This design comes from an exercise in tuning for small area on the open sky130 flow, not from production work.
In this exercise RTL edits were held to simulation tests only and were not proved equivalent to the original.
No driver is modelled on the clock port, so clocking that relies on it looks cheaper here than on a real chip.
Power and IR drop assume default switching activity.

File: flow/config.mk
export PLATFORM = sky130hd
export DESIGN_NAME = CloclSystem
export DESIGN_NICKNAME = CloclSystem
export VERILOG_FILES = /design/flow/design.v
export SDC_FILE = /design/flow/constraint.sdc
export NUM_CORES = 4
export LEC_CHECK = 0
export CAP_MARGIN = 20
export CORE_MARGIN = 2
export CORE_UTILIZATION = 60
export PLACE_DENSITY = 0.75
export SLEW_MARGIN = 20
File: flow/constraint.sdc
create_clock -name core_clock -period 10.0 [get_ports {clk_50m}]
set_input_delay 2.0000 -clock core_clock [delete_from_list [all_inputs] [get_ports {clk_50m}]]
set_output_delay 2.0000 -clock core_clock [all_outputs]
set_load 0.01 [all_outputs]
File: flow/design.v
`timescale 1ns / 1ps
module CloclSystem(
    input clk_50m,
    input cr,
    input en,
    input [1:0] clock_set_select,alarm_set_select,
    input alarm_and_ratio_en,
    input confirm,
    input day_set,
    output alarm,
    output is_pm,
    output [6:0] seg,
    output [7:0] pos,
    output [7:0] output_second
    );
    reg [4:0] da;
    reg [3:0] dj;
    reg dh;
    wire a_end = da[4] & da[3];                  
    wire j9 = dj[3] & dj[0];                     
    wire clk_1k_w  = dj[0];
    wire clk_1hz_w = dh;
    wire clk_2hz_w = dj[3] | (dj[2] & (dj[1] | dj[0]));    
    wire tick_1k  = a_end & ~dj[0];
    wire tick_1hz = a_end & j9 & ~dh;
    always @(posedge clk_50m or negedge cr)
        if (!cr) begin
            da <= 5'd0;
            dj <= 4'd0;
            dh <= 1'b0;
        end else begin
            da[0] <= ~(da[0] | a_end);
            da[1] <= da[1] ^ da[0];
            da[2] <= da[2] ^ (da[1] & da[0]);
            da[3] <= ~a_end & (da[3] ^ (da[2] & da[1] & da[0]));
            da[4] <= (da[4] & ~da[3]) | (da[3] & da[2] & da[1] & da[0]);
            dj[0] <= dj[0] ^ a_end;
            dj[1] <= dj[1] ^ (a_end & dj[0] & ~dj[3]);
            dj[2] <= dj[2] ^ (a_end & dj[0] & dj[1]);
            dj[3] <= dj[3] ^ (a_end & dj[0] & (dj[3] | (dj[1] & dj[2])));
            dh <= dh ^ (a_end & j9);
        end
    reg [3:0] su, mu;
    reg [2:0] st, mt;
    reg [4:0] hb;        
    wire sec_clr = ~clock_set_select[1] & clock_set_select[0] & confirm;
    wire su9 = su[3] & su[0];
    wire st5 = st[2] & st[0];
    wire mu9 = mu[3] & mu[0];
    wire mt5 = mt[2] & mt[0];
    wire up_second = su9 & st5;
    wire up_minute = mu9 & mt5;
    wire min_en  = (up_second & (clock_set_select != 2'b01)) | (confirm & (clock_set_select == 2'b10));
    wire hour_en = (up_minute & up_second & (clock_set_select != 2'b10)) | (confirm & (clock_set_select == 2'b11));
    wire es = tick_1hz;
    wire est = es & su9;
    always @(posedge clk_50m or negedge cr)
        if (!cr) begin
            su <= 4'd0;
            st <= 3'd0;
        end else begin
            su[0] <= ~sec_clr & (su[0] ^ es);
            su[1] <= ~sec_clr & (su[1] ^ (es & su[0] & ~su[3]));
            su[2] <= ~sec_clr & (su[2] ^ (es & su[0] & su[1]));
            su[3] <= ~sec_clr & (su[3] ^ (es & su[0] & (su[3] | (su[1] & su[2]))));
            st[0] <= ~sec_clr & (st[0] ^ est);
            st[1] <= ~sec_clr & (st[1] ^ (est & st[0] & ~st[2]));
            st[2] <= ~sec_clr & (st[2] ^ (est & st[0] & (st[2] | st[1])));
        end
    wire em = tick_1hz & min_en;
    wire emt = em & mu9;
    always @(posedge clk_50m or negedge cr)
        if (!cr) begin
            mu <= 4'd0;
            mt <= 3'd0;
        end else begin
            mu[0] <= mu[0] ^ em;
            mu[1] <= mu[1] ^ (em & mu[0] & ~mu[3]);
            mu[2] <= mu[2] ^ (em & mu[0] & mu[1]);
            mu[3] <= mu[3] ^ (em & mu[0] & (mu[3] | (mu[1] & mu[2])));
            mt[0] <= mt[0] ^ emt;
            mt[1] <= mt[1] ^ (emt & mt[0] & ~mt[2]);
            mt[2] <= mt[2] ^ (emt & mt[0] & (mt[2] | mt[1]));
        end
    wire eh = tick_1hz & hour_en;
    always @(posedge clk_50m or negedge cr)
        if (!cr)
            hb <= 5'd0;
        else if (eh)
            hb <= (hb == 5'd23) ? 5'd0 : hb + 5'd1;
    reg [3:0] amu;
    reg [2:0] amt;
    reg [4:0] ahb;       
    wire eam = tick_1hz & en & confirm & ~alarm_set_select[1] & alarm_set_select[0];
    wire eah = tick_1hz & en & confirm & alarm_set_select[1] & ~alarm_set_select[0];
    wire eamt = eam & amu[3] & amu[0];
    always @(posedge clk_50m or negedge cr)
        if (!cr) begin
            amu <= 4'd0;
            amt <= 3'd0;
        end else begin
            amu[0] <= amu[0] ^ eam;
            amu[1] <= amu[1] ^ (eam & amu[0] & ~amu[3]);
            amu[2] <= amu[2] ^ (eam & amu[0] & amu[1]);
            amu[3] <= amu[3] ^ (eam & amu[0] & (amu[3] | (amu[1] & amu[2])));
            amt[0] <= amt[0] ^ eamt;
            amt[1] <= amt[1] ^ (eamt & amt[0] & ~amt[2]);
            amt[2] <= amt[2] ^ (eamt & amt[0] & (amt[2] | amt[1]));
        end
    always @(posedge clk_50m or negedge cr)
        if (!cr)
            ahb <= 5'd0;
        else if (eah)
            ahb <= (ahb == 5'd23) ? 5'd0 : ahb + 5'd1;
    wire eq = ({hb, mt, mu} == {ahb, amt, amu});
    reg [4:0] ch;
    wire [4:0] hbin = hb;
    wire [4:0] h12 = (hbin == 5'd0) ? 5'd12 : (hbin > 5'd12) ? hbin - 5'd12 : hbin;
    wire [4:0] hch = day_set ? h12 : hbin;
    wire top_of_hour = ~(|{mt, mu, st, su});
    wire ch_nz = |ch;
    wire ech = tick_1hz & en;
    wire ch_load = ech & top_of_hour & (day_set | (|hb));
    always @(posedge clk_50m or negedge cr)
        if (!cr)
            ch <= 5'd0;
        else if (ch_load)
            ch <= hch;
        else if (ech & ch_nz)
            ch <= ch - 5'd1;
    wire hour_alarm = en & clk_1hz_w & ch_nz;
    assign alarm = alarm_and_ratio_en & (hour_alarm | (eq & clk_2hz_w)) &
                   ~(|clock_set_select) & ~(|alarm_set_select);
    wire amode = alarm_set_select[0] ^ alarm_set_select[1];
    wire [3:0] dsu = amode ? 4'd0 : su;
    wire [2:0] dst = amode ? 3'd0 : st;
    wire [3:0] dmu = amode ? amu : mu;
    wire [2:0] dmt = amode ? amt : mt;
    wire [4:0] dhb = amode ? ahb : hb;
    assign output_second = {1'b0, dst, dsu};
    assign is_pm = day_set & (dhb >= 5'd12);
    wire [4:0] dv = ~day_set ? dhb : (dhb == 5'd0) ? 5'd12 : (dhb > 5'd12) ? dhb - 5'd12 : dhb;
    wire [1:0] ht12 = (dv >= 5'd20) ? 2'd2 : (dv >= 5'd10) ? 2'd1 : 2'd0;
    wire [4:0] hu12w = dv - {ht12[1], ht12[0], ht12[1], ht12[0], 1'b0};
    wire [3:0] hu12 = hu12w[3:0];
    reg [2:0] sc;
    always @(posedge clk_50m or negedge cr)
        if (!cr)
            sc <= 3'd0;
        else if (tick_1k & en)
            sc <= {sc[1:0], ~sc[2]};
    wire p0 = ~sc[2] & ~sc[0];
    wire p1 = ~sc[1] &  sc[0];
    wire p2 = ~sc[2] &  sc[1];
    wire p3 =  sc[2] &  sc[0];
    wire p4 =  sc[1] & ~sc[0];
    wire p5 =  sc[2] & ~sc[1];
    wire [3:0] digit = ({4{p0}} & dsu) | ({4{p1}} & {1'b0, dst}) |
                       ({4{p2}} & dmu) | ({4{p3}} & {1'b0, dmt}) |
                       ({4{p4}} & hu12) | ({4{p5}} & {2'b00, ht12});
    wire d3 = digit[3] | ~cr;
    wire d2 = digit[2] & cr;
    wire d1 = digit[1] & cr;
    wire d0 = digit[0] & cr;
    wire s_one  = ~d3 & ~d2 & ~d1 & d0;
    wire s_four = d2 & ~d1 & ~d0;
    wire s_sev  = d2 & d1 & d0;
    assign seg[6] = s_one | s_four;
    assign seg[5] = d2 & (d1 ^ d0);
    assign seg[4] = ~d2 & d1 & ~d0;
    assign seg[3] = s_one | s_four | s_sev;
    assign seg[2] = d0 | (d2 & ~d1);
    assign seg[1] = (d1 & (~d2 | d0)) | (~d3 & ~d2 & d0);
    assign seg[0] = (~d3 & ~d2 & ~d1) | s_sev;
    assign pos = cr ? ~{2'b00, p5, p4, p3, p2, p1, p0} : 8'd0;
endmodule
File: flow/flow/run.sh
#!/bin/bash
# Own layout flow: the standard ORFS flow, with
#  - synthesis through flow/synth.tcl: the standard synthesis, but no half/full-adder
#    extraction and an area-oriented ABC mapping. Four ABC scripts (flow/abc_*.abc) are tried
#    in parallel, each in a full synthesis run of its own, and the smallest netlist is kept;
#  - port buffers of the smallest buffer cell;
#  - CTS without dummy loads, then clock buffers downsized (flow/post_cts.tcl)
#    while the flip-flop clock-pin slew stays under 120 ps.
set -euo pipefail
W=$(pwd)
export FLOW_WORK=$W
ARGS=(SYNTH_SCRIPT=$W/flow/synth.tcl
  "BUFFER_PORTS_ARGS=-buffer_cell sky130_fd_sc_hd__buf_1"
  "CTS_ARGS=-sink_clustering_enable -repair_clock_nets -dont_use_dummy_load"
  POST_CTS_TCL=$W/flow/post_cts.tcl)
R=results/$FLOW_PLATFORM/CloclSystem/base
REP=reports/$FLOW_PLATFORM/CloclSystem/base

# synthesis candidates: the first in the standard flow's own work folder, the others beside it
CANDS=(ds0 ds2 ds3 fast)
for i in "${!CANDS[@]}"; do
  c=${CANDS[$i]}
  if [[ $i == 0 ]]; then
    FLOW_ABC_SCRIPT=$W/flow/abc_$c.abc bash standard.sh "${ARGS[@]}" synth > $W/synth_$c.log 2>&1 &
  else
    sed "s#WORK_HOME=[^ ]*#WORK_HOME=$W/try_$c#" standard.sh > $W/try_$c.sh
    FLOW_ABC_SCRIPT=$W/flow/abc_$c.abc bash $W/try_$c.sh "${ARGS[@]}" synth > $W/synth_$c.log 2>&1 &
  fi
done
wait

area() { awk '/Chip area/ {print $NF}' "$1/$REP/synth_stat.txt"; }
best=$W/orfs
best_area=$(area $W/orfs)
echo "candidate ${CANDS[0]}: $best_area" > $W/synth_pick.log
for c in "${CANDS[@]:1}"; do
  a=$(area $W/try_$c || echo 1e9)
  echo "candidate $c: $a" >> $W/synth_pick.log
  if awk -v a="$a" -v b="$best_area" 'BEGIN {exit !(a < b)}'; then best=$W/try_$c; best_area=$a; fi
done
echo "kept $best ($best_area)" >> $W/synth_pick.log
if [[ $best != $W/orfs ]]; then
  cp $best/$R/1_2_yosys.v $W/orfs/$R/1_2_yosys.v
  cp $best/$REP/synth_stat.txt $W/orfs/$REP/synth_stat.txt
  rm -f $W/orfs/$R/1_synth.odb $W/orfs/$R/1_synth.sdc
fi

bash standard.sh "${ARGS[@]}" finish > $W/flow_make.log 2>&1
File: flow/flow/abc_ds0.abc
strash
&get -n
&deepsyn -T 60 -I 4 -S 0
&put
dch -f
amap -F 100 -A 100
File: flow/flow/abc_ds2.abc
strash
&get -n
&deepsyn -T 60 -I 4 -S 2
&put
dch -f
amap -F 100 -A 100
File: flow/flow/abc_ds3.abc
strash
&get -n
&deepsyn -T 60 -I 4 -S 3
&put
dch -f
amap -F 100 -A 100
File: flow/flow/abc_fast.abc
strash
balance -l
resub -K 6 -l
rewrite -l
resub -K 6 -N 2 -l
refactor -l
resub -K 8 -l
balance -l
resub -K 8 -N 2 -l
rewrite -l
resub -K 10 -l
rewrite -z -l
resub -K 10 -N 2 -l
balance -l
resub -K 12 -l
refactor -z -l
resub -K 12 -N 2 -l
rewrite -z -l
balance -l
dch -f
amap -F 100 -A 100
strash
balance -l
resub -K 6 -l
rewrite -l
resub -K 6 -N 2 -l
refactor -l
resub -K 8 -l
balance -l
resub -K 8 -N 2 -l
rewrite -l
resub -K 10 -l
rewrite -z -l
resub -K 10 -N 2 -l
balance -l
resub -K 12 -l
refactor -z -l
resub -K 12 -N 2 -l
rewrite -z -l
balance -l
dch -f
amap -F 100 -A 100
File: flow/flow/post_cts.tcl
# Downsize clock-tree buffers while the flip-flop clock-pin slew stays well under the limit.
proc my_clk_slew_max {} {
  set m 0.0
  foreach pin [all_registers -clock_pins -edge_triggered] {
    foreach e {rise fall} {
      foreach a {min max} {
        set ps [expr {[sta::time_ui_sta [get_property $pin slew_${a}_$e]] * 1e12}]
        if {$ps > $m} { set m $ps }
      }
    }
  }
  return $m
}
set_propagated_clock [all_clocks]
set my_slew_limit 120.0
set my_order {sky130_fd_sc_hd__clkbuf_1 sky130_fd_sc_hd__clkbuf_2 sky130_fd_sc_hd__clkbuf_4 sky130_fd_sc_hd__buf_6 sky130_fd_sc_hd__clkbuf_8 sky130_fd_sc_hd__clkbuf_16}
estimate_parasitics -placement
puts "post_cts: clock-pin slew before [my_clk_slew_max] ps"
# leaf buffers first, then the buffers nearer the root
set my_bufs {}
foreach inst [[ord::get_db_block] getInsts] {
  if {[string match "clkbuf_*" [$inst getName]]} { lappend my_bufs $inst }
}
set my_bufs [lsort -decreasing -command {apply {{a b} {string compare [$a getName] [$b getName]}}} $my_bufs]
foreach inst $my_bufs {
  set name [$inst getName]
  set cur [[$inst getMaster] getName]
  if {![string match "sky130_fd_sc_hd__clkbuf_*" $cur] || ![string match "clkbuf_*" $name]} { continue }
  foreach cand $my_order {
    if {$cand eq $cur} { break }
    replace_cell $name $cand
    estimate_parasitics -placement
    if {[my_clk_slew_max] <= $my_slew_limit && [sta::max_slew_violation_count] == 0 && [sta::max_capacitance_violation_count] == 0} {
      puts "post_cts: $name $cur -> $cand"
      set cur $cand
      break
    }
    replace_cell $name $cur
  }
}
estimate_parasitics -placement
puts "post_cts: clock-pin slew after [my_clk_slew_max] ps"
detailed_placement
File: flow/flow/synth.tcl
# Standard synthesis (synth_recipe.tcl) with an area-oriented technology mapping:
# no half/full-adder extraction, and ABC run with flow/area.abc without a delay target.
proc extract_fa {args} { }
proc abc {args} {
  set out {}
  set skip 0
  foreach a $args {
    if {$skip} { set skip 0; continue }
    if {$a eq "-script" || $a eq "-D" || $a eq "-constr"} { set skip 1; continue }
    lappend out $a
  }
  yosys abc -script $::env(FLOW_ABC_SCRIPT) {*}$out
}
# pass-through wires get the smallest buffer
proc insbuf {args} { yosys insbuf -buf sky130_fd_sc_hd__buf_1 A X }
source $::env(FLOW_WORK)/synth_recipe.tcl
File: flow/standard.sh
#!/bin/bash
# synth_recipe.tcl (not shown) runs the flow's synth.tcl, then flattens the netlist and writes it again
# the make line also repeats each setting of config.mk as NAME=value (left out here)
make -C /OpenROAD-flow-scripts/flow DESIGN_CONFIG=/design/flow/config.mk WORK_HOME=/design/flow/orfs CLKGATE_MAP_FILE= SYNTH_SCRIPT=/design/flow/synth_recipe.tcl "${@:-finish}"
==> run summary, run 1 <==
Synth Area in Adders 0%; largest family of logic cells by synthesized area compound AO/OA/AOI/OAI gates; RePlAce Congestion 0.9095; Synth Area in XOR/XNOR 0%; worst slack at placement 2034 ps; IO Count 35; Max Clock Freq 124.6 MHz; ranking of synthesized cells by area dfrtp_1 44%, nor2_1 10%, clkinv_1 9.0%, o22ai_1 7.4%, o21ai_0 5.2%; Syn. warnings 1; Critical Path Start alarm_set_select[0]; run status no timing/DRC/antenna violations; wire per inst 14.45 um; Initial Util 63.15%; area share of and/or/nand/nor cells after synthesis 21.99%; syn_nets 385; Sinks on Clock Net 49; WL final 6.705 mm; Core ar. 4414 sq um; worst r2r src da[3]$_DFF_PN0_; CP Max Fanout 16; RSZ-0062 raised after global routing no; DP HPWL 5.242 mm; Yosys reg bits 49; slack of the critical path 1976 ps; Detailed Route Iter0 Violations 217; Final Non-Filler Cells 464; switching share of power 28.77%; Clock transition at path regs 100 ps; die area 5207 sq um; Max-Cap Viols 0; most common cell after layout, fill and taps aside nor2_1; Crit path required time 8000 ps; Async SR Flop Fraction 100.0%; max-slew violations 0; met1 Usage GRT 39.96%; sw power 0.09877 mW; Lkg Pwr 1.174 nW; Least-Margin Pin Slew 725.6 ps; largest net degree at the start of global routing 53; worst min-delay path class reg -> reg; post-route minimum period 8024 ps; final critical-path share of the clock period 80.24%; Port Buffers 33; critical path class in -> out; Combinational Power Share 14.4%; CTS tree built; Synth top area share 43.99%; DRC Markers 0; critical path capture point type output pin; Power Internal 0.2445 mW; drt pass-1 iters 5; Post-Syn Area 2788 sq um; Max-slew headroom 51.25%; met3 usage 4.722%; Clock Skew 82.99 ps; setup TNS 0 ps; final net count 424; sequential-to-total area share from yosys stat 43.99%; mux share of post-synthesis cell area 0%; Critical Path AT 6020 ps; worst skew pair latency 600 ps; vias per cell 6.039; M2 GR Usage 45.26%; busiest layer in global routing met2; Mapped Avg Cell Area 7.434 sq um; Row Count 24; area grow syn2layout 8.573%; Post-Place Cells 459; PwrDens 113.4 nW/um^2; Primary FF master, synth dfrtp_1; sequential share of power 59.0%; VDD IR-drop max 79.10 uV; Synth Area in Compound Gates 24.46%; Unique masters post-synth 31; Routed Antenna Nets 0; final hold vios 0; GRT Util Overall 28.16%; vias in the first global route 2470; Die W 72.16 um; r2r setup slk 7270 ps; startpoint types input port; layout cell share with drive strength beyond 1 1.699%; antenna violations before repair 0; die span in y 72.16 um; grt total ovfl 0; # diodes 0; final setup violation count 0; number of synthesized flops with an enable pin 0; routed via count 2802; Post-Synthesis Cells 375; most frequent cells in the layout 74 x nor2_1, 67 x clkinv_1, 49 x dfrtp_1, 33 x o22ai_1, 32 x buf_1; first-pass GRT wire length 11.41 mm; Hold Crit Start da[4]$_DFF_PN0_; clock power share 26.6%; post-synth top area cell dfrtp_1
synthesized netlist by cell type, types with 2 or more instances:
library cell  count
nor4_1            8
a21oi_1          22
or3_1             2
nand3_1           8
nand4_1           5
clkinv_1         67
buf_1             3
nor2_1           74
nor3_1           14
a22oi_1           5
dfrtp_1          49
o21ai_0          29
a31oi_1           3
o22ai_1          33
o311ai_0          2
a211oi_1          3
nand2_1          28
o2111ai_1         2
o21a_1            6
metal layers:
| metal | wire length (um) | vias up | part of all wire [%] |
|---|---|---|---|
| li1 | - | 1405 | - |
| met1 | 3025 | 1261 | 45 |
| met2 | 3123 | 119 | 47 |
| met3 | 448 | 17 | 6.7 |
| met4 | 108 | 0 | 1.6 |
| met5 | 0 | - | 0 |
kinds of logic after synthesis:
family / after synthesis
AOI/OAI and AO/OA: 112
buffers and inverters: 70
DFF: 49
other: 1
and+or+nand+nor: 143
path summary, 6_finish.rpt:
check	cells after the start	endpoint
setup / recovery	18	seg[5]
hold / removal	1	da[3]$_DFF_PN0_
setup reg to reg	14	amt[2]$_DFF_PN0_
hold reg to reg	1	da[3]$_DFF_PN0_
max in group asynchronous	2	st[2]$_DFF_PN0_
min in group asynchronous	2	ahb[1]$_DFFE_PN0P_
worst max-delay path: stages:
cell	delay [ps]
buf_1	150
clkinv_1	100
o22ai_1	160
buf_4	240
clkinv_1	180
o22ai_1	330
nor2_1	80
o21ai_0	330
nor3_1	120
o21ai_0	240
a31oi_1	150
nor2_1	230
o22ai_1	150
o311ai_0	580
clkinv_1	280
or3_1	370
a21oi_1	140
buf_1	160
registers in the layout, summed over array words and instances, names as in the netlist:
name	flops
ahb	5
da	5
amu	4
dh	1
sc	3
mu	4
st	3
su	4
mt	3
amt	3
hb	5
dj	4
ch	5
area by class of cell:
cell class / count / area [sq um]
Tap cell: 52 / 65.06
Sequential cell: 49 / 1226
Fill cell: 385 / 1388
Clock buffer: 5 / 45.04
Inverter: 67 / 251.5
Multi-Input combinational cell: 256 / 1299
Timing Repair Buffer: 35 / 140.1
per-stage QoR:
stage / total power, mW / hold slack, ps / utilization (%) / instance area (sq um)
final: 0.3433 / 494.6 / 68.57 / 3027
after detailed placement: 0.2553 / 480.8 / 67.55 / 2982
after floorplan: 0.2378 / 454.4 / - / 2788
after global routing: 0.3585 / 517.9 / 68.57 / 3027
after global placement: 0.2543 / 476.0 / 67.55 / 2982
power groups by stage:
stage | Clock (mW) | Combinational (mW) | Sequential, mW
after floorplan | 0 | 0.0320 | 0.206
after global placement | 0 | 0.0480 | 0.206
after detailed placement | 0 | 0.0490 | 0.206
after global routing | 0.0994 | 0.0564 | 0.203
final | 0.0913 | 0.0494 | 0.203
==> run 2: changes to the inputs <==
==> flow/flow/run.sh (replaced) <==
#!/bin/bash
# Own layout flow: the standard ORFS flow, with
#  - synthesis through flow/synth.tcl: the standard synthesis, but no half/full-adder
#    extraction and an area-oriented ABC mapping. Nine ABC scripts (flow/abc_*.abc: eight deepsyn seeds and
#    one quick script) are tried, four at a time, each in a full synthesis run of its own, and the
#    smallest netlist is kept;
#  - port buffers of the smallest buffer cell;
#  - CTS without dummy loads, then clock buffers downsized (flow/post_cts.tcl)
#    while the flip-flop clock-pin slew stays under 108 ps (as estimated after placement).
set -euo pipefail
W=$(pwd)
export FLOW_WORK=$W
ARGS=(SYNTH_SCRIPT=$W/flow/synth.tcl
  "BUFFER_PORTS_ARGS=-buffer_cell sky130_fd_sc_hd__buf_1"
  "CTS_ARGS=-sink_clustering_enable -repair_clock_nets -dont_use_dummy_load"
  POST_CTS_TCL=$W/flow/post_cts.tcl)
R=results/$FLOW_PLATFORM/CloclSystem/base
REP=reports/$FLOW_PLATFORM/CloclSystem/base

# synthesis candidates, four at a time: the first in the standard flow's own work folder, the others beside it
CANDS=(ds0 ds2 ds4 ds6 ds1 ds3 ds5 ds7 fast)
run_cand() {
  local i=$1 c=${CANDS[$1]}
  if [[ $i == 0 ]]; then
    FLOW_ABC_SCRIPT=$W/flow/abc_$c.abc bash standard.sh "${ARGS[@]}" synth > $W/synth_$c.log 2>&1
  else
    sed "s#WORK_HOME=[^ ]*#WORK_HOME=$W/try_$c#" standard.sh > $W/try_$c.sh
    FLOW_ABC_SCRIPT=$W/flow/abc_$c.abc bash $W/try_$c.sh "${ARGS[@]}" synth > $W/synth_$c.log 2>&1
  fi
}
for i in 0 1 2 3; do run_cand $i & done
wait
for i in 4 5 6 7 8; do run_cand $i & done
wait

area() { awk '/Chip area/ {print $NF}' "$1/$REP/synth_stat.txt"; }
best=$W/orfs
best_area=$(area $W/orfs)
echo "candidate ${CANDS[0]}: $best_area" > $W/synth_pick.log
for c in "${CANDS[@]:1}"; do
  a=$(area $W/try_$c 2>/dev/null || true)
  a=${a:-1e9}
  echo "candidate $c: $a" >> $W/synth_pick.log
  if awk -v a="$a" -v b="$best_area" 'BEGIN {exit !(a < b)}'; then best=$W/try_$c; best_area=$a; fi
done
echo "kept $best ($best_area)" >> $W/synth_pick.log
if [[ $best != $W/orfs ]]; then
  cp $best/$R/1_2_yosys.v $W/orfs/$R/1_2_yosys.v
  cp $best/$REP/synth_stat.txt $W/orfs/$REP/synth_stat.txt
  rm -f $W/orfs/$R/1_synth.odb $W/orfs/$R/1_synth.sdc
fi

bash standard.sh "${ARGS[@]}" finish > $W/flow_make.log 2>&1
==> flow/flow/abc_ds1.abc (new file) <==
strash
&get -n
&deepsyn -T 60 -I 4 -S 1
&put
dch -f
amap -F 100 -A 100
==> flow/flow/abc_ds4.abc (new file) <==
strash
&get -n
&deepsyn -T 60 -I 4 -S 4
&put
dch -f
amap -F 100 -A 100
==> flow/flow/abc_ds5.abc (new file) <==
strash
&get -n
&deepsyn -T 60 -I 4 -S 5
&put
dch -f
amap -F 100 -A 100
==> flow/flow/abc_ds6.abc (new file) <==
strash
&get -n
&deepsyn -T 60 -I 4 -S 6
&put
dch -f
amap -F 100 -A 100
==> flow/flow/abc_ds7.abc (new file) <==
strash
&get -n
&deepsyn -T 60 -I 4 -S 7
&put
dch -f
amap -F 100 -A 100
--- a/flow/flow/post_cts.tcl
+++ b/flow/flow/post_cts.tcl
@@ -12,7 +12,7 @@
   return $m
 }
 set_propagated_clock [all_clocks]
-set my_slew_limit 120.0
+set my_slew_limit 108.0
 set my_order {sky130_fd_sc_hd__clkbuf_1 sky130_fd_sc_hd__clkbuf_2 sky130_fd_sc_hd__clkbuf_4 sky130_fd_sc_hd__buf_6 sky130_fd_sc_hd__clkbuf_8 sky130_fd_sc_hd__clkbuf_16}
 estimate_parasitics -placement
 puts "post_cts: clock-pin slew before [my_clk_slew_max] ps"
==> run summary, run 2 <==
post-synth top area cell dfrtp_1 (unchanged); number of synthesized flops with an enable pin 0 (unchanged); die area 5190 sq um (was 5207 sq um); Die W 72.04 um (was 72.16 um); Core ar. 4414 sq um (unchanged); slack of the critical path 2345 ps (was 1976 ps); layout cell share with drive strength beyond 1 1.724% (was 1.699%); Syn. warnings 1 (unchanged); Synth Area in XOR/XNOR 0% (unchanged); drt pass-1 iters 6 (was 5); cell mode on critical path clkinv_1; vias in the first global route 2533 (was 2470); area share of and/or/nand/nor cells after synthesis 21.40% (was 21.99%); post-route minimum period 7655 ps (was 8024 ps); area grow syn2layout 8.739% (was 8.573%); Max-Cap Viols 0 (unchanged); CP Capture Point seg[3] (was seg[5]); Async SR Flop Fraction 100.0% (unchanged); worst min-delay path class reg -> reg (unchanged); most common cell after layout, fill and taps aside nor2_1 (unchanged); Primary FF master, synth dfrtp_1 (unchanged); grt total ovfl 0 (unchanged); max-slew violations 0 (unchanged); Final Non-Filler Cells 458 (was 464); IO Count 35 (unchanged); placed instance area 2972 sq um (was 2982 sq um); CP Max Fanout 14 (was 16); RePlAce Congestion 0.9714 (was 0.9095); final net count 418 (was 424); Worst path slowest cell and3_1 (was o311ai_0); Max Clock Freq 130.6 MHz (was 124.6 MHz); wire per inst 15.13 um (was 14.45 um); run status no timing/DRC/antenna violations (unchanged); Critical Path Start alarm_set_select[0] (unchanged); Initial Util 62.93% (was 63.15%); startpoint types input port (unchanged); routed via count 2833 (was 2802); final setup violation count 0 (unchanged); fin area 3020 sq um (was 3027 sq um); setup TNS 0 ps (unchanged); worst slack at placement 2462 ps (was 2034 ps); sequential-to-total area share from yosys stat 44.14% (was 43.99%); Critical Path AT 5660 ps (was 6020 ps); critical path class in -> out (unchanged); Synth Area in Adders 0% (unchanged); Post-synth top cells 77 x nor2_1, 67 x clkinv_1, 49 x dfrtp_1, 31 x o22ai_1, 28 x nand2_1 (was 74 x nor2_1, 67 x clkinv_1, 49 x dfrtp_1, 33 x o22ai_1, 29 x o21ai_0); Clock Skew 13.98 ps (was 82.99 ps); R2R cell count 12 (was 14); most numerous cell in the Yosys netlist nor2_1 (unchanged); worst skew pair latency 500 ps (was 600 ps); VDD IR-drop max 100.0 uV (was 79.10 uV); critical path cell sequence buf_1, clkinv_1, o22ai_1, buf_4, clkinv_1, o22ai_1, clkinv_1, nor2_1, o21ai_0, nor2_1, o22ai_1, a32oi_1, nor2_1, a21oi_1, o2111ai_1, and3_1, a31oi_1, a21oi_1, o21ai_0, clkinv_1, buf_1 (was buf_1, clkinv_1, o22ai_1, buf_4, clkinv_1, o22ai_1, nor2_1, o21ai_0, nor3_1, o21ai_0, a31oi_1, nor2_1, o22ai_1, o311ai_0, clkinv_1, or3_1, a21oi_1, buf_1); largest family of logic cells by synthesized area compound AO/OA/AOI/OAI gates (unchanged); worst reg2reg endpoint amt[1]$_DFF_PN0_ (was amt[2]$_DFF_PN0_); RSZ-0062 raised after global routing no (unchanged); Port Buffers 33 (unchanged); GRT Util Overall 28.89% (was 28.16%); Synth Area in Compound Gates 24.86% (was 24.46%); Crit path required time 8000 ps (about the same); syn_nets 379 (was 385); Fin Hold WS 498.8 ps (was 494.6 ps); Least-Margin Pin Slew 773.5 ps (was 725.6 ps); Row Count 24 (unchanged); worst r2r src da[3]$_DFF_PN0_ (unchanged); Lkg Pwr 1.164 nW (was 1.174 nW); WL final 6.930 mm (was 6.705 mm); PwrDens 110.8 nW/um^2 (was 113.4 nW/um^2); final critical-path share of the clock period 76.55% (was 80.24%); Routed Antenna Nets 0 (unchanged); DP HPWL 5.374 mm (was 5.242 mm); die span in y 72.04 um (was 72.16 um); CP max stage delay 300 ps (was 580 ps); Post-Syn Area 2778 sq um (was 2788 sq um); Post-Place Cells 453 (was 459); vias per cell 6.186 (was 6.039); Post-Synthesis Cells 369 (was 375); Detailed Route Iter0 Violations 310 (was 217); DRC Markers 0 (unchanged); final hold vios 0 (unchanged); first-pass GRT wire length 11.74 mm (was 11.41 mm); Mapped Avg Cell Area 7.528 sq um (was 7.434 sq um); Tot Pwr 0.3346 mW (was 0.3433 mW); largest net degree at the start of global routing 55 (was 53); # diodes 0 (unchanged); Synth top area share 44.14% (was 43.99%); Yosys reg bits 49 (unchanged); CTS tree built (unchanged); mux share of post-synthesis cell area 0% (unchanged); Max-slew headroom 47.96% (was 51.25%); most frequent cells in the layout 77 x nor2_1, 67 x clkinv_1, 49 x dfrtp_1, 32 x buf_1, 31 x o22ai_1 (was 74 x nor2_1, 67 x clkinv_1, 49 x dfrtp_1, 33 x o22ai_1, 32 x buf_1); Sinks on Clock Net 49 (unchanged); ranking of synthesized cells by area dfrtp_1 44%, nor2_1 10%, clkinv_1 9.1%, o22ai_1 7.0%, a21oi_1 4.7% (was dfrtp_1 44%, nor2_1 10%, clkinv_1 9.0%, o22ai_1 7.4%, o21ai_0 5.2%); r2r setup slk 6950 ps (was 7270 ps); Clock transition at path regs 80 ps (was 100 ps); fin util 68.42% (was 68.57%); critical path capture point type output pin (unchanged); antenna violations before repair 0 (unchanged); Unique masters post-synth 34 (was 31)
[run 2: worst max-delay path, delay by kind of cell]
| family | cells | cell delay, ps |
|---|---|---|
| AO/OA/AOI/OAI | 10 | 1870 |
| AND/OR/NAND/NOR | 4 | 720 |
| buffers and inverters | 7 | 1060 |
[run 2: worst min path at each step]
stage / cells past startpoint / startpoint / to
after floorplan: 1 / da[2]$_DFF_PN0_ / da[2]$_DFF_PN0_
after global placement: 1 / da[2]$_DFF_PN0_ / da[2]$_DFF_PN0_
after detailed placement: 1 / dh$_DFF_PN0_ / dh$_DFF_PN0_
after global routing: 1 / dh$_DFF_PN0_ / dh$_DFF_PN0_
final: 1 / dh$_DFF_PN0_ / dh$_DFF_PN0_
[run 2: power by group]
group          switching, mW  internal (mW)
clock                 0.0572         0.0319
combinational         0.0313         0.0133
sequential           0.00159          0.199
[run 2: area by class of cell]
class,instances,area (sq um)
repair buffers,35,140.1
well taps,52,65.06
fillers,381,1394
inverters,67,251.5
multi-input cells,250,1289
clock buffers,5,48.80
flip-flops and latches,49,1226
[run 2: kinds of logic (layout without fill, tap and decap cells)]
logic type / count (synthesis) / count (layout)
DFF: 49 / 49
buffers and inverters: 70 / 107
and+or+nand+nor: 140 / 140
AOI/OAI and AO/OA: 109 / 109
other: 1 / 1
[run 2: routing by layer]
layer  share of wire [%]  routed length, um  track usage (%)
met5                   0                  0                0
met4                 3.1                217            9.853
met3                 7.3                506            4.028
met2                  46               3165            45.88
met1                  44               3041            41.18
==> run 3: changes to the inputs <==
--- a/flow/design.v
+++ b/flow/design.v
@@ -42,7 +42,8 @@
         end
     reg [3:0] su, mu;
     reg [2:0] st, mt;
-    reg [4:0] hb;        
+    reg hp;              
+    reg [3:0] hr;        
     wire sec_clr = ~clock_set_select[1] & clock_set_select[0] & confirm;
     wire su9 = su[3] & su[0];
     wire st5 = st[2] & st[0];
@@ -84,13 +85,20 @@
         end
     wire eh = tick_1hz & hour_en;
     always @(posedge clk_50m or negedge cr)
-        if (!cr)
-            hb <= 5'd0;
-        else if (eh)
-            hb <= (hb == 5'd23) ? 5'd0 : hb + 5'd1;
+        if (!cr) begin
+            hr <= 4'd0;
+            hp <= 1'b0;
+        end else if (eh) begin
+            if (hr == 4'd11) begin
+                hr <= 4'd0;
+                hp <= ~hp;
+            end else
+                hr <= hr + 4'd1;
+        end
     reg [3:0] amu;
     reg [2:0] amt;
-    reg [4:0] ahb;       
+    reg ahp;             
+    reg [3:0] ahr;       
     wire eam = tick_1hz & en & confirm & ~alarm_set_select[1] & alarm_set_select[0];
     wire eah = tick_1hz & en & confirm & alarm_set_select[1] & ~alarm_set_select[0];
     wire eamt = eam & amu[3] & amu[0];
@@ -108,19 +116,23 @@
             amt[2] <= amt[2] ^ (eamt & amt[0] & (amt[2] | amt[1]));
         end
     always @(posedge clk_50m or negedge cr)
-        if (!cr)
-            ahb <= 5'd0;
-        else if (eah)
-            ahb <= (ahb == 5'd23) ? 5'd0 : ahb + 5'd1;
-    wire eq = ({hb, mt, mu} == {ahb, amt, amu});
+        if (!cr) begin
+            ahr <= 4'd0;
+            ahp <= 1'b0;
+        end else if (eah) begin
+            if (ahr == 4'd11) begin
+                ahr <= 4'd0;
+                ahp <= ~ahp;
+            end else
+                ahr <= ahr + 4'd1;
+        end
+    wire eq = ({hp, hr, mt, mu} == {ahp, ahr, amt, amu});
     reg [4:0] ch;
-    wire [4:0] hbin = hb;
-    wire [4:0] h12 = (hbin == 5'd0) ? 5'd12 : (hbin > 5'd12) ? hbin - 5'd12 : hbin;
-    wire [4:0] hch = day_set ? h12 : hbin;
+    wire [4:0] hch = day_set ? ((hr == 4'd0) ? 5'd12 : {1'b0, hr}) : ({1'b0, hr} + {1'b0, hp, hp, 2'b00});
     wire top_of_hour = ~(|{mt, mu, st, su});
     wire ch_nz = |ch;
     wire ech = tick_1hz & en;
-    wire ch_load = ech & top_of_hour & (day_set | (|hb));
+    wire ch_load = ech & top_of_hour & (day_set | hp | (|hr));
     always @(posedge clk_50m or negedge cr)
         if (!cr)
             ch <= 5'd0;
@@ -136,10 +148,11 @@
     wire [2:0] dst = amode ? 3'd0 : st;
     wire [3:0] dmu = amode ? amu : mu;
     wire [2:0] dmt = amode ? amt : mt;
-    wire [4:0] dhb = amode ? ahb : hb;
+    wire [3:0] dhr = amode ? ahr : hr;
+    wire dhp = amode ? ahp : hp;
     assign output_second = {1'b0, dst, dsu};
-    assign is_pm = day_set & (dhb >= 5'd12);
-    wire [4:0] dv = ~day_set ? dhb : (dhb == 5'd0) ? 5'd12 : (dhb > 5'd12) ? dhb - 5'd12 : dhb;
+    assign is_pm = day_set & dhp;
+    wire [4:0] dv = day_set ? ((dhr == 4'd0) ? 5'd12 : {1'b0, dhr}) : ({1'b0, dhr} + {1'b0, dhp, dhp, 2'b00});
     wire [1:0] ht12 = (dv >= 5'd20) ? 2'd2 : (dv >= 5'd10) ? 2'd1 : 2'd0;
     wire [4:0] hu12w = dv - {ht12[1], ht12[0], ht12[1], ht12[0], 1'b0};
     wire [3:0] hu12 = hu12w[3:0];
--- a/flow/flow/run.sh
+++ b/flow/flow/run.sh
@@ -18,7 +18,7 @@
 REP=reports/$FLOW_PLATFORM/CloclSystem/base
 
 # synthesis candidates, four at a time: the first in the standard flow's own work folder, the others beside it
-CANDS=(ds0 ds2 ds4 ds6 ds1 ds3 ds5 ds7 fast)
+CANDS=(fast)
 run_cand() {
   local i=$1 c=${CANDS[$1]}
   if [[ $i == 0 ]]; then
@@ -28,9 +28,9 @@
     FLOW_ABC_SCRIPT=$W/flow/abc_$c.abc bash $W/try_$c.sh "${ARGS[@]}" synth > $W/synth_$c.log 2>&1
   fi
 }
-for i in 0 1 2 3; do run_cand $i & done
+run_cand 0
 wait
-for i in 4 5 6 7 8; do run_cand $i & done
+
 wait
 
 area() { awk '/Chip area/ {print $NF}' "$1/$REP/synth_stat.txt"; }
==> run summary, run 3 <==
number of synthesized flops with an enable pin 0 (unchanged); top flop regs ch x5, da x5; Mapped Avg Cell Area 7.524 sq um (was 7.528 sq um); sequential share of power 59.9% (was 60.0%); CP max stage delay 400 ps (was 300 ps); DRC Markers 0 (unchanged); post-route minimum period 8385 ps (was 7655 ps); VDD IR-drop max 115.9 uV (was 100.0 uV); antenna violations before repair 0 (unchanged); Synth Area in XOR/XNOR 0% (unchanged); first-pass GRT wire length 11.87 mm (was 11.74 mm); Post-Synthesis Cells 371 (was 369); DP HPWL 5.410 mm (was 5.374 mm); Top delay family on crit path compound AO/OA/AOI/OAI gates (unchanged); Max-slew headroom 50.28% (was 47.96%); startpoint types input port (unchanged); IO Count 35 (unchanged); Die W 72.21 um (was 72.04 um); mux share of post-synthesis cell area 0% (unchanged); Routed Antenna Nets 0 (unchanged); most common cell after layout, fill and taps aside nor2_1 (unchanged); Hold Crit Start da[0]$_DFF_PN0_ (was dh$_DFF_PN0_); critical path class in -> out (unchanged); most frequent cells in the layout 71 x nor2_1, 67 x clkinv_1, 49 x dfrtp_1, 32 x buf_1, 29 x nand2_1 (was 77 x nor2_1, 67 x clkinv_1, 49 x dfrtp_1, 32 x buf_1, 31 x o22ai_1); placed instance area 2985 sq um (was 2972 sq um); CP Max Fanout 18 (was 14); Clock Skew 59.98 ps (was 13.98 ps); Critical Path AT 6380 ps (was 5660 ps); area grow syn2layout 8.561% (was 8.739%); Sinks on Clock Net 49 (unchanged); grt total ovfl 0 (unchanged); Combinational Power Share 14.2% (was 13.3%); layout cell share with drive strength beyond 1 1.961% (was 1.724%); Clock transition at path regs 80 ps (about the same); largest family of logic cells by synthesized area compound AO/OA/AOI/OAI gates (unchanged); Max-Cap Viols 0 (unchanged); GRT Util Overall 29.29% (was 28.89%); setup TNS 0 ps (unchanged); Port Buffers 33 (unchanged); syn_nets 381 (was 379); max-slew violations 0 (unchanged); most numerous cell in the Yosys netlist nor2_1 (unchanged); critical path capture point type output pin (unchanged); RSZ-0062 raised after global routing no (unchanged); PwrDens 111.3 nW/um^2 (was 110.8 nW/um^2); final hold vios 0 (unchanged); worst r2r src da[3]$_DFF_PN0_ (unchanged); Synth top area share 43.93% (was 44.14%); Power Internal 0.2437 mW (was 0.2445 mW); Async SR Flop Fraction 100.0% (unchanged); Synth Area in Adders 0% (unchanged); Synth Area in Compound Gates 24.61% (was 24.86%); Lkg Pwr 1.156 nW (was 1.164 nW); Crit path required time 8000 ps (about the same); Detailed Route Iter0 Violations 235 (was 310); sw power 0.09354 mW (was 0.09010 mW); WL final 6.914 mm (was 6.930 mm); clock power share 25.8% (was 26.6%); # diodes 0 (unchanged); die span in y 72.21 um (was 72.04 um); final critical-path share of the clock period 83.85% (was 76.55%); Yosys reg bits 49 (unchanged); Max Clock Freq 119.3 MHz (was 130.6 MHz); critical path cell sequence buf_1, clkinv_1, o22ai_1, buf_4, clkinv_1, o22ai_1, clkinv_1, a221o_1, o21ai_0, o22ai_1, o21a_1, o21ai_0, nor2_1, a21oi_1, nor2_1, nor2_1, clkinv_1, a2111oi_0, nand3_1, nor2_1, or3_1, buf_1 (was buf_1, clkinv_1, o22ai_1, buf_4, clkinv_1, o22ai_1, clkinv_1, nor2_1, o21ai_0, nor2_1, o22ai_1, a32oi_1, nor2_1, a21oi_1, o2111ai_1, and3_1, a31oi_1, a21oi_1, o21ai_0, clkinv_1, buf_1); Post-synth top cells 71 x nor2_1, 67 x clkinv_1, 49 x dfrtp_1, 29 x nand2_1, 28 x o21ai_0 (was 77 x nor2_1, 67 x clkinv_1, 49 x dfrtp_1, 31 x o22ai_1, 28 x nand2_1); run status no timing/DRC/antenna violations (unchanged); fin area 3030 sq um (was 3020 sq um); Post-Syn Area 2791 sq um (was 2778 sq um); Primary FF master, synth dfrtp_1 (unchanged); Unique masters post-synth 36 (was 34); vias per cell 6.065 (was 6.186); area share of and/or/nand/nor cells after synthesis 21.92% (was 21.40%); post-synth top area cell dfrtp_1 (unchanged); final setup violation count 0 (unchanged); worst min-delay path class reg -> reg (unchanged); switching share of power 27.74% (was 26.93%); Row Count 24 (unchanged); final net count 420 (was 418); CP bufs+invs 7 (unchanged); die area 5214 sq um (was 5190 sq um); Least-Margin Pin Slew 736.5 ps (was 773.5 ps); routed via count 2790 (was 2833); Critical Path Start alarm_set_select[0] (unchanged); largest net degree at the start of global routing 54 (was 55); wire per inst 15.03 um (was 15.13 um); sequential-to-total area share from yosys stat 43.93% (was 44.14%); ranking of synthesized cells by area dfrtp_1 44%, nor2_1 9.5%, clkinv_1 9.0%, o22ai_1 5.8%, o21ai_0 5.0% (was dfrtp_1 44%, nor2_1 10%, clkinv_1 9.1%, o22ai_1 7.0%, a21oi_1 4.7%); worst skew pair latency 400 ps (was 500 ps); vias in the first global route 2631 (was 2533); Initial Util 63.24% (was 62.93%); CTS tree built (unchanged); Syn. warnings 1 (unchanged); Worst path slowest cell o21ai_0 (was and3_1); drt pass-1 iters 4 (was 6); Core ar. 4414 sq um (unchanged); RePlAce Congestion 0.9322 (was 0.9714)
-- run 3: changes by cell type after synthesis, moves of 4 or more --
cell | previous run | this run
o22ai_1 | 31 | 26
nor3_1 | 9 | 14
nand4_1 | 6 | 2
nor2_1 | 77 | 71
o21ai_0 | 16 | 28
-- run 3: layer usage --
layer  vias to the layer above  GRT usage [%]  share of wire (%)  wire, um
li1                       1383              -                  -         -
met1                      1286          41.17                 45      3126
met2                       106          45.36                 46      3161
met3                        15          6.250                7.2       495
met4                         0          9.853                1.9       131
met5                         -              0                  0         0
-- run 3: kinds of logic after synthesis --
| logic type | after synthesis |
|---|---|
| buffers and inverters | 70 |
| other | 1 |
| AND/OR/NAND/NOR | 142 |
| AO/OA/AOI/OAI | 109 |
| flip-flops | 49 |
-- run 3: per-stage QoR --
stage / total power, mW / instances / hold WS (ps) / setup slack, ps / util [%]
after floorplan: 0.2359 / 371 / 454.1 / 1752 / -
after global placement: 0.2527 / 455 / 468.6 / 1935 / 67.63
after detailed placement: 0.2533 / 455 / 486.2 / 1723 / 67.63
after global routing: 0.3535 / 460 / 520.8 / 1022 / 68.65
final: 0.3372 / 460 / 492.3 / 1615 / 68.65
-- run 3: area by class of cell --
class | count | area (sq um)
Fill cell | 385 | 1384
Timing Repair Buffer | 35 | 140.1
Multi-Input combinational cell | 252 | 1303
Tap cell | 52 | 65.06
Clock buffer | 5 | 45.04
Sequential cell | 49 | 1226
Inverter | 67 | 251.5
-- run 3: worst register-to-register path, stage by stage, from the launching register on --
cell and delay (ps):
dfrtp_1 430, nand2_1 160, nor2_1 210, nand2_1 100, nor2_1 300, clkinv_1 140, nor2_1 160, clkinv_1 160
nor4_1 390, nand2_1 180, nor2_1 200, nand2_1 100, nor2_1 160, clkinv_1 110, a22oi_1 180
-- run 3: power groups by stage --
stage	Sequential (mW)	Combinational, mW	Clock (mW)
3_5_place_dp	0.206	0.0475	0
3_3_place_gp	0.206	0.0469	0
2_1_floorplan	0.205	0.0304	0
6_report	0.202	0.0480	0.0871
5_1_grt	0.203	0.0542	0.0968
-- run 3: final timing paths --
| kind | endpoint | slack [ps] | depth (start not counted) |
|---|---|---|---|
| hold / removal | da[0]$_DFF_PN0_ | 490 | 1 |
| hold reg to reg | da[0]$_DFF_PN0_ | 490 | 1 |
| setup reg to reg | amt[1]$_DFF_PN0_ | 7000 | 14 |
| min in group asynchronous | ch[3]$_DFFE_PN0P_ | 1710 | 2 |
| max in group asynchronous | da[0]$_DFF_PN0_ | 7810 | 2 |
| setup / recovery | seg[3] | 1620 | 22 |
==> run 4: changes to the inputs <==
--- a/flow/config.mk
+++ b/flow/config.mk
@@ -7,6 +7,6 @@
 export LEC_CHECK = 0
 export CAP_MARGIN = 20
 export CORE_MARGIN = 2
-export CORE_UTILIZATION = 60
-export PLACE_DENSITY = 0.75
+export CORE_UTILIZATION = 75
+export PLACE_DENSITY = 0.85
 export SLEW_MARGIN = 20
==> run summary, run 4 <==
Routed Antenna Nets 0 (unchanged); routed via count 2887 (was 2790); DRC Markers 0 (unchanged); PwrDens 112.3 nW/um^2 (was 111.3 nW/um^2); worst min-delay path class reg -> reg (unchanged); final hold vios 0 (unchanged); ranking of synthesized cells by area dfrtp_1 44%, nor2_1 9.5%, clkinv_1 9.0%, o22ai_1 5.8%, o21ai_0 5.0% (unchanged); die span in y 65.01 um (was 72.21 um); Syn. warnings 1 (unchanged); switching share of power 28.16% (was 27.74%); Max-Cap Viols 0 (unchanged); RePlAce Congestion 0.9755 (was 0.9322); Sinks on Clock Net 49 (unchanged); drt pass-1 iters 8 (was 4); Post-Synthesis Cells 371 (unchanged); Post-Syn Area 2791 sq um (unchanged); IO Count 35 (unchanged); vias in the first global route 2634 (was 2631); Core ar. 3606 sq um (was 4414 sq um); antenna violations before repair 0 (unchanged); final setup violation count 0 (unchanged); Port Buffers 33 (unchanged); Row Count 22 (was 24); most frequent cells in the layout 71 x nor2_1, 67 x clkinv_1, 49 x dfrtp_1, 32 x buf_1, 29 x nand2_1 (unchanged); Detailed Route Iter0 Violations 372 (was 235); Unique masters post-synth 36 (unchanged); sequential share of power 59.5% (was 59.9%); Post-synth top cells 71 x nor2_1, 67 x clkinv_1, 49 x dfrtp_1, 29 x nand2_1, 28 x o21ai_0 (unchanged); Max Clock Freq 117.2 MHz (was 119.3 MHz); clock power share 26.3% (was 25.8%); RSZ-0062 raised after global routing no (unchanged); sequential-to-total area share from yosys stat 43.93% (unchanged); Clock transition at path regs 110 ps (was 80 ps); # diodes 0 (unchanged); Synth top area share 43.93% (unchanged); critical path capture point type output pin (unchanged); Tot Pwr 0.3398 mW (was 0.3372 mW); Mapped Avg Cell Area 7.524 sq um (unchanged); WL final 7.326 mm (was 6.914 mm); die area 4226 sq um (was 5214 sq um); Crit path required time 8000 ps (about the same); Critical Path AT 6530 ps (was 6380 ps); CTS tree built (unchanged); number of synthesized flops with an enable pin 0 (unchanged); final critical-path share of the clock period 85.35% (was 83.85%); Fin Hold WS 479.8 ps (was 492.3 ps); Lkg Pwr 1.153 nW (was 1.156 nW); grt total ovfl 0 (unchanged); Initial Util 77.41% (was 63.24%); wire per inst 16.07 um (was 15.03 um); Primary FF master, synth dfrtp_1 (unchanged); run status no timing/DRC/antenna violations (unchanged); syn_nets 381 (unchanged); setup TNS 0 ps (unchanged); top flop regs ch x5, da x5 (unchanged); Combinational Power Share 14.2% (about the same); post-synth top area cell dfrtp_1 (unchanged); Async SR Flop Fraction 100.0% (unchanged); worst skew pair latency 580 ps (was 400 ps); Least-Margin Pin Slew 738.7 ps (was 736.5 ps); Power Internal 0.2441 mW (was 0.2437 mW); Clock Skew 87.31 ps (was 59.98 ps); critical path class in -> out (unchanged); GRT Util Overall 37.43% (was 29.29%); layout cell share with drive strength beyond 1 1.716% (was 1.961%); post-route minimum period 8535 ps (was 8385 ps); Yosys reg bits 49 (unchanged); first-pass GRT wire length 11.98 mm (was 11.87 mm); area grow syn2layout 8.382% (was 8.561%); sw power 0.09570 mW (was 0.09354 mW); Die W 65.01 um (was 72.21 um); final net count 420 (unchanged); largest net degree at the start of global routing 54 (unchanged); DP HPWL 5.589 mm (was 5.410 mm); startpoint types input port (unchanged); most common cell after layout, fill and taps aside nor2_1 (unchanged); VDD IR-drop max 111.8 uV (was 115.9 uV); most numerous cell in the Yosys netlist nor2_1 (unchanged); max-slew violations 0 (unchanged); CP Max Fanout 18 (unchanged); Max-slew headroom 50.13% (was 50.28%); vias per cell 6.331 (was 6.065)
==> run 4: cells by family (layout without fill, tap and decap cells) <==
| kind of cell | Yosys count | after routing | synth area share (%) |
|---|---|---|---|
| simple gates | 142 | 142 | 21.92 |
| compound gates | 109 | 109 | 24.61 |
| buf+inv | 70 | 107 | 9.413 |
| flops | 49 | 49 | 43.93 |
| other cells | 1 | 1 | 0.1343 |
==> run 4: power by group through the flow <==
stage	Clock [mW]	Sequential, mW	Combinational (mW)
final	0.0893	0.202	0.0483
after global routing	0.0939	0.202	0.0540
after detailed placement	0	0.206	0.0468
after global placement	0	0.206	0.0456
after floorplan	0	0.205	0.0304
==> run 4: path summary, 6_finish.rpt <==
path	depth (start not counted)	startpoint	slack (ps)	end
min in group asynchronous	2	cr	1520	amu[0]$_DFF_PN0_
worst min register to register	1	sc[2]$_DFFE_PN0P_	480	sc[0]$_DFFE_PN0P_
max in group asynchronous	2	cr	7980	amt[2]$_DFF_PN0_
worst max register to register	14	da[3]$_DFF_PN0_	6760	amt[2]$_DFF_PN0_
worst min-delay path	1	sc[2]$_DFFE_PN0P_	480	sc[0]$_DFFE_PN0P_
worst max-delay path	22	alarm_set_select[0]	1470	seg[3]
==> run 4: area by class of cell <==
class | count | area [sq um]
well taps | 48 | 60.06
clock buffers | 5 | 45.04
fillers | 224 | 580.6
flip-flops and latches | 49 | 1226
multi-input cells | 252 | 1303
inverters | 67 | 251.5
repair buffers | 35 | 140.1
==> run 4: critical path: stages <==
cell and delay [ps]:
buf_1 170, clkinv_1 120, o22ai_1 180, buf_4 240, clkinv_1 340, o22ai_1 430, nor3_1 90, a221o_1 350
o21ai_0 130, o22ai_1 160, o21a_1 130, o21ai_0 430, nor2_1 160, a21oi_1 160, nor2_1 50, nor2_1 290
clkinv_1 190, a2111oi_0 310, nand3_1 190, nor2_1 130, or3_1 120, buf_1 140
==> run 4: per-layer routing <==
metal / share of wire [%] / global-route usage (%)
met1: 41 / 49.29
met2: 48 / 62.24
met3: 8.6 / 8.507
met4: 3.1 / 10.90
met5: 0 / 0
==> run 4: metrics by stage <==
stage	worst slack (ps)	area (sq um)	std cells	utilization, %
6_report	1465	3025	456	83.90
5_1_grt	976.2	3025	456	83.90
3_5_place_dp	1690	2980	451	82.65
3_3_place_gp	1980	2980	451	82.65
2_1_floorplan	1752	2791	371	-
==> run 5: changes to the inputs <==
--- a/flow/flow/run.sh
+++ b/flow/flow/run.sh
@@ -18,7 +18,7 @@
 REP=reports/$FLOW_PLATFORM/CloclSystem/base
 
 # synthesis candidates, four at a time: the first in the standard flow's own work folder, the others beside it
-CANDS=(fast)
+CANDS=(ds0 ds2 ds4 ds6 ds1 ds3 ds5 ds7 fast)
 run_cand() {
   local i=$1 c=${CANDS[$1]}
   if [[ $i == 0 ]]; then
@@ -28,9 +28,9 @@
     FLOW_ABC_SCRIPT=$W/flow/abc_$c.abc bash $W/try_$c.sh "${ARGS[@]}" synth > $W/synth_$c.log 2>&1
   fi
 }
-run_cand 0
+for i in 0 1 2 3; do run_cand $i & done
 wait
-
+for i in 4 5 6 7 8; do run_cand $i & done
 wait
 
 area() { awk '/Chip area/ {print $NF}' "$1/$REP/synth_stat.txt"; }
--- a/flow/config.mk
+++ b/flow/config.mk
@@ -7,6 +7,6 @@
 export LEC_CHECK = 0
 export CAP_MARGIN = 20
 export CORE_MARGIN = 2
-export CORE_UTILIZATION = 75
-export PLACE_DENSITY = 0.85
+export CORE_UTILIZATION = 60
+export PLACE_DENSITY = 0.75
 export SLEW_MARGIN = 20
==> run summary, run 5 <==
worst min-delay path class reg -> reg (unchanged); Max-Cap Viols 0 (unchanged); top flop regs ch x5, da x5 (unchanged); Least-Margin Pin Slew 676.0 ps (was 738.7 ps); IO Count 35 (unchanged); post-route minimum period 7097 ps (was 8535 ps); met3 usage 5.413% (was 8.507%); critical path class in -> out (unchanged); final hold vios 0 (unchanged); GRT Util Overall 28.39% (was 37.43%); startpoint types input port (unchanged); run status no timing/DRC/antenna violations (unchanged); # diodes 0 (unchanged); wire per inst 15.17 um (was 16.07 um); area of the multi-input gates 1235 sq um (was 1303 sq um); WL final 6.628 mm (was 7.326 mm); syn_nets 358 (was 381); routed via count 2637 (was 2887); most numerous cell in the Yosys netlist clkinv_1 (was nor2_1); Crit path required time 8000 ps (about the same); Lkg Pwr 1.120 nW (was 1.153 nW); RSZ-0062 raised after global routing no (unchanged); Storage cell area 1226 sq um (unchanged); number of synthesized flops with an enable pin 0 (unchanged); Worst path slowest cell o22ai_1 (unchanged); Primary FF master, synth dfrtp_1 (unchanged); CTS tree built (unchanged); Unique masters post-synth 30 (was 36); Syn. warnings 1 (unchanged); Routed Antenna Nets 0 (unchanged); layout cell share with drive strength beyond 1 2.078% (was 1.716%); final net count 397 (was 420); VDD IR-drop max 82.06 uV (was 111.8 uV); setup TNS 0 ps (unchanged); Clock transition at path regs 80 ps (was 110 ps); DRC Markers 0 (unchanged); cell mode on critical path clkinv_1 (was nor2_1); critical path cell sequence buf_1, clkinv_1, o22ai_1, buf_4, clkinv_1, o22ai_1, clkinv_1, nor2b_1, a31oi_1, o22ai_1, o2111ai_1, a31oi_1, nor2_1, a41oi_1, a31oi_1, o21ai_0, clkinv_1, buf_1 (was buf_1, clkinv_1, o22ai_1, buf_4, clkinv_1, o22ai_1, nor3_1, a221o_1, o21ai_0, o22ai_1, o21a_1, o21ai_0, nor2_1, a21oi_1, nor2_1, nor2_1, clkinv_1, a2111oi_0, nand3_1, nor2_1, or3_1, buf_1); die span in y 71.10 um (was 65.01 um); Initial Util 62.04% (was 77.41%); Critical Path AT 5100 ps (was 6530 ps); Post-Synthesis Cells 348 (was 371); Sinks on Clock Net 49 (unchanged); met1 Usage GRT 42.55% (was 49.29%); drt pass-1 iters 6 (was 8); PwrDens 110.6 nW/um^2 (was 112.3 nW/um^2); antenna violations before repair 0 (unchanged); fin util 67.56% (was 83.90%); first-pass GRT wire length 11.30 mm (was 11.98 mm); Core ar. 4354 sq um (was 3606 sq um); final critical-path share of the clock period 70.97% (was 85.35%); sequential-to-total area share from yosys stat 45.39% (was 43.93%); vias per cell 6.034 (was 6.331); most frequent cells in the layout 61 x clkinv_1, 56 x nor2_1, 49 x dfrtp_1, 32 x buf_1, 28 x nand2_1 (was 71 x nor2_1, 67 x clkinv_1, 49 x dfrtp_1, 32 x buf_1, 29 x nand2_1); DP HPWL 5.187 mm (was 5.589 mm); worst skew pair latency 400 ps (was 580 ps); area grow syn2layout 8.893% (was 8.382%); CP max stage delay 330 ps (was 430 ps); final setup violation count 0 (unchanged); Synth top area share 45.39% (was 43.93%); Row Count 24 (was 22); largest net degree at the start of global routing 57 (was 54); Post-Syn Area 2701 sq um (was 2791 sq um); critical path capture point type output pin (unchanged); Die W 71.10 um (was 65.01 um); grt total ovfl 0 (unchanged); Max-slew headroom 54.52% (was 50.13%); Clock Skew 54.86 ps (was 87.31 ps); vias in the first global route 2373 (was 2634); Post-synth top cells 61 x clkinv_1, 56 x nor2_1, 49 x dfrtp_1, 28 x nand2_1, 25 x o21ai_0 (was 71 x nor2_1, 67 x clkinv_1, 49 x dfrtp_1, 29 x nand2_1, 28 x o21ai_0); ranking of synthesized cells by area dfrtp_1 45%, clkinv_1 8.5%, nor2_1 7.8%, o22ai_1 5.3%, o21ai_0 4.6% (was dfrtp_1 44%, nor2_1 9.5%, clkinv_1 9.0%, o22ai_1 5.8%, o21ai_0 5.0%); slack of the critical path 2903 ps (was 1465 ps); Detailed Route Iter0 Violations 301 (was 372); Max Clock Freq 140.9 MHz (was 117.2 MHz); RePlAce Congestion 0.9854 (was 0.9755); max-slew violations 0 (unchanged); most common cell after layout, fill and taps aside clkinv_1 (was nor2_1); Yosys reg bits 49 (unchanged); Mapped Avg Cell Area 7.762 sq um (was 7.524 sq um); worst slack at placement 2988 ps (was 1690 ps); M2 GR Usage 42.47% (was 62.24%); Async SR Flop Fraction 100.0% (unchanged); die area 5055 sq um (was 4226 sq um); post-synth top area cell dfrtp_1 (unchanged); busiest layer in global routing met1 (was met2); Filler cells 387 (was 224); Port Buffers 33 (unchanged); CP Max Fanout 15 (was 18)
-- run 5: path summary, 6_finish.rpt --
path | startpoint | end | slack (ps) | cells after the start
min in group asynchronous | cr | mu[1]$_DFF_PN0_ | 1730 | 2
max | alarm_set_select[0] | seg[3] | 2900 | 18
min reg2reg | da[1]$_DFF_PN0_ | da[1]$_DFF_PN0_ | 490 | 1
max in group asynchronous | cr | dj[1]$_DFF_PN0_ | 7790 | 2
max reg2reg | da[3]$_DFF_PN0_ | amt[1]$_DFF_PN0_ | 6890 | 12
min | da[1]$_DFF_PN0_ | da[1]$_DFF_PN0_ | 490 | 1
-- run 5: logic make-up (layout without fill, tap and decap cells) --
logic type	after synthesis	after routing	synth area share (%)
AOI/OAI and AO/OA	108	108	25.10
buffers and inverters	64	101	8.893
DFF	49	49	45.39
other	1	1	0.1388
and+or+nand+nor	126	126	20.47
-- run 5: critical path, delay by kind of cell --
family	cells	cell delay (ps)
simple gates	2	290
compound gates	9	1780
buf+inv	7	1020
-- run 5: final cells by class --
cell class,instances,share of cell area [%]
clock buffers,5,1.574
inverters,61,7.784
multi-input cells,235,41.98
flip-flops and latches,49,41.68
well taps,52,2.212
repair buffers,35,4.764
-- run 5: routing by layer --
metal / share of wire (%) / vias up
li1: - / 1316
met1: 45 / 1172
met2: 45 / 136
met3: 9.1 / 13
met4: 1.4 / 0
met5: 0 / -
-- run 5: power breakdown --
group | internal [mW] | leakage, nW | switching (mW)
clock network | 0.0303 | 0.0269 | 0.0571
registers | 0.199 | 0.568 | 0.000993
logic | 0.0114 | 0.526 | 0.0265
total | 0.241 | 1.12 | 0.0846
-- run 5: per-stage QoR --
step                      instances  cell area, sq um  hold slack, ps  power, mW
after global routing            437              2942           533.4     0.3393
final                           437              2942           494.1     0.3253
after floorplan                 348              2701           455.6     0.2263
after detailed placement        432              2895           480.0     0.2412
after global placement          432              2895           472.3     0.2404
==> run 6: changes to the inputs <==
--- a/flow/design.v
+++ b/flow/design.v
@@ -127,19 +127,26 @@
                 ahr <= ahr + 4'd1;
         end
     wire eq = ({hp, hr, mt, mu} == {ahp, ahr, amt, amu});
-    reg [4:0] ch;
-    wire [4:0] hch = day_set ? ((hr == 4'd0) ? 5'd12 : {1'b0, hr}) : ({1'b0, hr} + {1'b0, hp, hp, 2'b00});
+    reg cp;
+    reg [3:0] cn;
     wire top_of_hour = ~(|{mt, mu, st, su});
-    wire ch_nz = |ch;
+    wire ch_nz = cp | (|cn);
     wire ech = tick_1hz & en;
     wire ch_load = ech & top_of_hour & (day_set | hp | (|hr));
     always @(posedge clk_50m or negedge cr)
-        if (!cr)
-            ch <= 5'd0;
-        else if (ch_load)
-            ch <= hch;
-        else if (ech & ch_nz)
-            ch <= ch - 5'd1;
+        if (!cr) begin
+            cp <= 1'b0;
+            cn <= 4'd0;
+        end else if (ch_load) begin
+            cp <= ~day_set & hp;
+            cn <= (day_set & (hr == 4'd0)) ? 4'd12 : hr;
+        end else if (ech & ch_nz) begin
+            if (cn == 4'd0) begin
+                cp <= 1'b0;
+                cn <= 4'd11;
+            end else
+                cn <= cn - 4'd1;
+        end
     wire hour_alarm = en & clk_1hz_w & ch_nz;
     assign alarm = alarm_and_ratio_en & (hour_alarm | (eq & clk_2hz_w)) &
                    ~(|clock_set_select) & ~(|alarm_set_select);
==> run summary, run 6 <==
run status no timing/DRC/antenna violations (unchanged); Port Buffers 33 (unchanged); WL final 6.658 mm (was 6.628 mm); vias per cell 6.086 (was 6.034); Detailed Route Iter0 Violations 200 (was 301); Max-slew headroom 44.23% (was 54.52%); VDD IR-drop max 90.83 uV (was 82.06 uV); DP HPWL 5.201 mm (was 5.187 mm); GRT Util Overall 28.23% (was 28.39%); Sinks on Clock Net 49 (unchanged); # diodes 0 (unchanged); Post-Synthesis Cells 343 (was 348); Power Internal 0.2390 mW (was 0.2406 mW); Clock Skew 82.61 ps (was 54.86 ps); post-synth top area cell dfrtp_1 (unchanged); sequential-to-total area share from yosys stat 45.62% (was 45.39%); Core ar. 4324 sq um (was 4354 sq um); Primary FF master, synth dfrtp_1 (unchanged); CP Max Fanout 15 (unchanged); max reg flops 5; Unique masters post-synth 32 (was 30); DRC Markers 0 (unchanged); sequential share of power 61.4% (about the same); Initial Util 62.15% (was 62.04%); final setup violation count 0 (unchanged); routed via count 2623 (was 2637); worst skew pair latency 580 ps (was 400 ps); Crit path required time 8000 ps (about the same); Row Count 24 (unchanged); layout cell share with drive strength beyond 1 1.847% (was 2.078%); RSZ-0062 raised after global routing no (unchanged); critical path capture point type output pin (unchanged); RePlAce Congestion 0.9136 (was 0.9854); startpoint types input port (unchanged); setup TNS 0 ps (unchanged); grt total ovfl 0 (unchanged); sw power 0.08634 mW (was 0.08463 mW); Post-synth top cells 66 x nor2_1, 55 x clkinv_1, 49 x dfrtp_1, 25 x a21oi_1, 22 x nand2_1 (was 61 x clkinv_1, 56 x nor2_1, 49 x dfrtp_1, 28 x nand2_1, 25 x o21ai_0); wire per inst 15.45 um (was 15.17 um); largest register by flop count da; antenna violations before repair 0 (unchanged); clock power share 26.6% (was 26.9%); final hold vios 0 (unchanged); Combinational Power Share 12.0% (was 11.7%); worst min-delay path class reg -> reg (unchanged); Tot Pwr 0.3253 mW (about the same); critical path class in -> out (unchanged); Least-Margin Pin Slew 828.9 ps (was 676.0 ps); Lkg Pwr 1.143 nW (was 1.120 nW)
==> run 6: cell count changes in the layout (fill, tap and decap cells not counted), sizes merged, moves of 3 or more <==
cell	delta
o22ai	-3
a31oi	-5
nand3	+3
nor2b	+3
a21oi	+4
clkinv	-6
nand2	-6
nor2	+10
o21ai	-6
==> run 6: cell type report <==
type / instances / area (sq um)
Fill cell: 384 / 1399
Sequential cell: 49 / 1226
Clock buffer: 5 / 45.04
Multi-Input combinational cell: 236 / 1250
Tap cell: 52 / 65.06
Inverter: 55 / 206.4
Timing Repair Buffer: 34 / 132.6
==> run 6: worst max-delay path, stage by stage <==
cell and delay, ps:
buf_1 160, clkinv_1 130, o22ai_2 580, clkinv_1 370, o22ai_1 380, clkinv_1 140
nor2_1 170, nand3_1 100, o221ai_1 320, nand3_1 130, o2111ai_1 190, clkinv_1 220
o22ai_1 210, nand3_1 120, o21ai_0 170, nor2b_1 170, buf_1 160
==> run 6: power groups by stage <==
stage | clock network, mW | logic (mW) | registers (mW)
3_3_place_gp | 0 | 0.0372 | 0.204
6_report | 0.0864 | 0.0391 | 0.200
2_1_floorplan | 0 | 0.0236 | 0.203
3_5_place_dp | 0 | 0.0383 | 0.203
5_1_grt | 0.0967 | 0.0437 | 0.200
==> run 6: path summary, 6_finish.rpt <==
check	start	endpoint	slack (ps)	cells after the start
min	da[2]$_DFF_PN0_	da[2]$_DFF_PN0_	500	2
max reg2reg	da[3]$_DFF_PN0_	cn[3]$_DFFE_PN0P_	6580	14
min reg2reg	da[2]$_DFF_PN0_	da[2]$_DFF_PN0_	500	2
min in group asynchronous	cr	su[0]$_DFF_PN0_	1520	2
max	alarm_set_select[0]	seg[6]	2270	17
max in group asynchronous	cr	mt[2]$_DFF_PN0_	7960	2
==> run 6: per-layer routing <==
layer	routed length [um]	vias to the layer above	share of wire, %	GRT usage, %
li1	-	1295	-	-
met1	2951	1200	44	40.32
met2	3075	106	46	44.55
met3	478	22	7.2	4.843
met4	152	0	2.3	8.595
met5	0	-	0	0
==> run 6: per-stage QoR <==
step	instance area [sq um]	worst slack, ps	util (%)	std cells	hold WS (ps)
after floorplan	2688	2934	-	343	455.6
after global placement	2874	2351	66.46	426	470.8
after detailed placement	2874	1988	66.46	426	483.0
after global routing	2925	1875	67.65	431	528.4
final	2925	2270	67.65	431	500.6
==> run 6: cell families (layout without fill, tap and decap cells) <==
| family | count (synthesis) | count (layout) | share of synthesized area (%) |
|---|---|---|---|
| other cells | 1 | 1 | 0.1395 |
| buf+inv | 58 | 94 | 8.101 |
| flops | 49 | 49 | 45.62 |
| simple gates | 132 | 132 | 21.56 |
| compound gates | 103 | 103 | 24.58 |

## what the ideal ports hide
The results above use ideal ports. As a check the final layouts listed here were re-extracted and re-timed, cells and wires unchanged. Step 1, drivers: a clkbuf_16 drives clk_50m and a buf_2 each remaining input, both assumed. Step 2, shift: input delay + t, output delay - t, t = (earliest + latest rising clock arrival at the registers) / 2. This alone moves slack from input paths to output paths. Slacks: ideal ports / drivers / drivers and shift; pairs: ideal ports / drivers.
run	t (ns)	setup slack, ns
run 1	0.588	1.976 / 1.952 / 1.952
run 2	0.522	2.345 / 2.316 / 2.316
run 3	0.393	1.615 / 1.592 / 1.592
run 4	0.565	1.465 / 1.427 / 1.427
run 5	0.394	2.903 / 2.879 / 2.879
run 6	0.564	2.270 / 2.246 / 2.246
After both steps setup and hold are still met in every run listed.
